What follows belongs to an exercise in optimizing a design on an open flow for small area; a production flow would make more cautious choices. In this exercise RTL edits were held to simulation tests only and were not proved equivalent to the original. Power is estimated from default activity; no workload was simulated.

## run 1
Design Full_Connect, start of the top module:
module Full_Connect #
(
parameter BITWIDTH = 8,
parameter BITWIDTH_CAL = 24,
parameter NUM_PARA = 8
)
(
input clk,
input rstn,
input ena,
input ena_add,
input [1:0] select,
input [ NUM_PARA*BITWIDTH - 1 : 0 ] in_data,  
input [ NUM_PARA*BITWIDTH - 1 : 0 ] weight,  
input [ NUM_PARA*BITWIDTH - 1 : 0 ] bias,  
output [ NUM_PARA*BITWIDTH - 1 : 0 ] result  
);
reg pv;
always @( posedge clk or negedge rstn ) begin
    if ( !rstn ) pv <= 1'b0;
    else pv <= ena;
end
wire sel0 = ~select[1] & ~select[0];
wire sel1 = select[0];
wire sel2 = select[1];
wire hold_q = select[1] & select[0];
genvar i;
generate
for ( i = 0; i < NUM_PARA; i = i + 1 ) begin : lane
    Fc_Lane u (
        .clk(clk), .rstn(rstn), .ena(ena), .ena_add(ena_add), .pv(pv),
        .sel0(sel0), .sel1(sel1), .sel2(sel2), .hold_q(hold_q),
        .in_data(in_data[i*8 +: 8]), .weight(weight[i*8 +: 8]), .bias(bias[i*8 +: 8]),
        .result(result[i*8 +: 8])
    );
end
endgenerate
endmodule
clock: 6.0 ns
lec_check: 0
abc_area: 1
cap_margin: 20
core_margin: 2
core_utilization: 70
place_density: 0.8
setup_slack_margin: 0.05
slew_margin: 20
standard.sh (not shown) runs the stock make flow with config.mk's settings and CLKGATE_MAP_FILE= SYNTH_SCRIPT=/design/flow/synth_recipe.tcl, a recipe that flattens the netlist after the stock synthesis.
==> flow/flow/run.sh <==
#!/bin/bash
# Own flow: the standard synthesis, then a netlist pass that removes
# inverters by choosing the polarity of full adders and of gates that have an
# inverted twin cell (flow/bubble.py), then the standard layout with
# smaller port buffers and a clock tree without dummy loads.
set -euo pipefail
R=orfs/results/sky130hd/Full_Connect/base
LIB=$FLOW_HOME/platforms/sky130hd/lib/sky130_fd_sc_hd__tt_025C_1v80.lib
bash standard.sh synth > synth.log 2>&1
cp $R/1_2_yosys.v $R/1_2_yosys_std.v
python3 flow/bubble.py $R/1_2_yosys_std.v $R/1_2_yosys.v $LIB > bubble.log 2>&1
touch $R/1_2_yosys.v
bash standard.sh finish \
  "BUFFER_PORTS_ARGS=-buffer_cell sky130_fd_sc_hd__buf_1" \
  "CTS_ARGS=-sink_clustering_enable -repair_clock_nets -sink_clustering_size 30 -sink_clustering_max_diameter 80 -buf_list sky130_fd_sc_hd__clkbuf_16 -dont_use_dummy_load" \
  > finish.log 2>&1
Other scripts of this flow, unchanged in this note and not shown: flow/flow/bubble.py
Run 1 finished all stages; the layout is clean.
What run 2 does differently from run 1 at the input level:
diff --git a/flow/flow/run.sh b/flow/flow/run.sh
--- a/flow/flow/run.sh
+++ b/flow/flow/run.sh
@@ -15 +15,2 @@
-  "CTS_ARGS=-sink_clustering_enable -repair_clock_nets -sink_clustering_size 30 -sink_clustering_max_diameter 80 -buf_list sky130_fd_sc_hd__clkbuf_16 -dont_use_dummy_load" \
+  "CTS_ARGS=-sink_clustering_enable -repair_clock_nets -sink_clustering_size 20 -sink_clustering_max_diameter 60 -buf_list sky130_fd_sc_hd__clkbuf_16 -dont_use_dummy_load" \
+  RECOVER_POWER=100 \
[summary]
Run 2 finished all stages; layout check result: FAIL, due to capacitance limit, slew limit. Run 2 against run 1: number of standard cells in the layout, taps in and fillers out +39, critical path depth ~0 delta. For run 1, the worst setup path endpoint was lane[7].u.acc[22], unlike run 2, where it was lane[6].u.acc[22]. [run 2 vs run 1] post-route cell area: higher in run 2. From run 1 to run 2 the numbers moved as follows: global-route usage over all layers rose by 0.39 points, routed wire length rose by 1.1%.
Here is what was changed in the inputs of run 3 compared with run 2.
Settings: PLACE_DENSITY changed from 0.8 to 0.88; SETUP_SLACK_MARGIN removed (was 0.05); CORE_UTILIZATION changed from 70 to 78.
diff --git a/flow/flow/run.sh b/flow/flow/run.sh
--- a/flow/flow/run.sh
+++ b/flow/flow/run.sh
@@ -15,2 +15 @@
-  "CTS_ARGS=-sink_clustering_enable -repair_clock_nets -sink_clustering_size 20 -sink_clustering_max_diameter 60 -buf_list sky130_fd_sc_hd__clkbuf_16 -dont_use_dummy_load" \
-  RECOVER_POWER=100 \
+  "CTS_ARGS=-sink_clustering_enable -repair_clock_nets -sink_clustering_size 30 -sink_clustering_max_diameter 80 -buf_list sky130_fd_sc_hd__clkbuf_16 -dont_use_dummy_load" \
Findings:
- Shortest period the worst path allows: run 3 worse than run 2
- On power drawn by the sequential cells, run 3 and run 2 are neck and neck.
- On run 3: fraction of met2 tracks used by global routing is 8.3 points higher than what run 2 gave.
- Setup slack, run 3 and run 2: lower on run 3
- Relative to run 2, run 3 degrades power dissipated by switching net loads.
- Between run 2 and run 3, the flow reports critical-path maximum fanout decreasing by more than a quarter.
- Total buffers and inverters traversed by the critical path | run 3 above run 2
- On run 3: non-clock buffer count is 21 lower than what run 2 gave.
- Run 3: hold slack 0.0036 ns below run 2
- Changes observed in run 3 relative to run 2: fraction of layout cells with a size suffix above 1 -0.46 points; number of cells after detailed placement went down.
- Run 3 ended with every stage complete and zero timing, DRC or antenna violations.
What run 4 does differently from run 3 at the input level:
Settings: PLACE_DENSITY: 0.88 -> 0.8; SETUP_SLACK_MARGIN: unset -> 0.05; CORE_UTILIZATION: 78 -> 70.
diff --git a/flow/flow/run.sh b/flow/flow/run.sh
--- a/flow/flow/run.sh
+++ b/flow/flow/run.sh
@@ -15 +15 @@
-  "CTS_ARGS=-sink_clustering_enable -repair_clock_nets -sink_clustering_size 30 -sink_clustering_max_diameter 80 -buf_list sky130_fd_sc_hd__clkbuf_16 -dont_use_dummy_load" \
+  "CTS_ARGS=-sink_clustering_enable -repair_clock_nets -sink_clustering_size 20 -sink_clustering_max_diameter 60 -buf_list sky130_fd_sc_hd__clkbuf_16 -dont_use_dummy_load" \
Notes after the runs:
Run 4 against run 3: depth of the worst register-to-register path higher, clock skew lower, total power higher. Higher number of buffers other than clock buffers in the final layout among run 4 and run 3: run 4. Post-route met1 wirelength ends up higher on run 4. Higher count of non-filler cells in the finished layout goes to run 4 over run 3.
The following lists how run 5 was set up differently from run 4:
Settings: PLACE_DENSITY now 0.93, was 0.8; CORE_UTILIZATION now 85, was 70; SETUP_SLACK_MARGIN no longer set, was 0.05.
diff --git a/flow/flow/run.sh b/flow/flow/run.sh
--- a/flow/flow/run.sh
+++ b/flow/flow/run.sh
@@ -15 +15 @@
-  "CTS_ARGS=-sink_clustering_enable -repair_clock_nets -sink_clustering_size 20 -sink_clustering_max_diameter 60 -buf_list sky130_fd_sc_hd__clkbuf_16 -dont_use_dummy_load" \
+  "CTS_ARGS=-sink_clustering_enable -repair_clock_nets -sink_clustering_size 25 -sink_clustering_max_diameter 80 -buf_list sky130_fd_sc_hd__clkbuf_16 -dont_use_dummy_load" \
Findings:
- In run 5 the implementation completed, yet the final layout does not meet the checks, the culprit being setup timing.
- | minimum hold slack | run 5 vs run 4 | ≈ equal |
- Run 5 against run 4: core utilization went up 15 points; global-route usage now larger; shortest period the worst path allows up 0.55 ns.
- Between run 4 and run 5, clock skew is higher for run 5, run 4 comes in under that.
- Re initial core utilization: run 4 and run 5 aren't equal, and the higher value belongs to run 5.

[re-timing with driven ports]
The flow's constraints put no driver on any port. The routed layouts listed below were extracted and timed again, unchanged, in two steps. Step 1 sets driving cells, clkbuf_16 on the clock port and buf_2 on the other inputs (assumed; they add their load-dependent delay and slew). Step 2 adds t to the input delays and takes it off the output delays; t is the mean of the earliest and latest rising clock arrival at the registers after step 1. Input paths then give back, and output paths get back, about the clock's delay inside the block. a / b / c = ideal / step 1 / step 2; a / b = the first two.
run | t, ns | slack for setup (ns) | hold WS [ns] | worst setup path at the end | pins driven straight from the clock port
run 1 | 0.748 | 0.239 / 0.239 / -0.044 | 0.437 / 0.437 / 0.437 | input to register | 1
run 2 | 0.727 | 0.328 / 0.328 / -0.328 | 0.440 / 0.440 / 0.440 | input to register | 1
run 3 | 0.733 | 0.303 / 0.303 / -0.064 | 0.437 / 0.437 / 0.437 | input to register | 1
run 4 | 0.730 | 0.330 / 0.330 / -0.014 | 0.450 / 0.450 / 0.450 | input to register | 1
run 5 | 0.722 | -0.222 / -0.222 / -0.425 | 0.451 / 0.451 / 0.451 | input to register | 1
For run 2, which loses most, drivers alone change the setup slack by 0.000 ns; drivers and shift together by -0.656 ns.
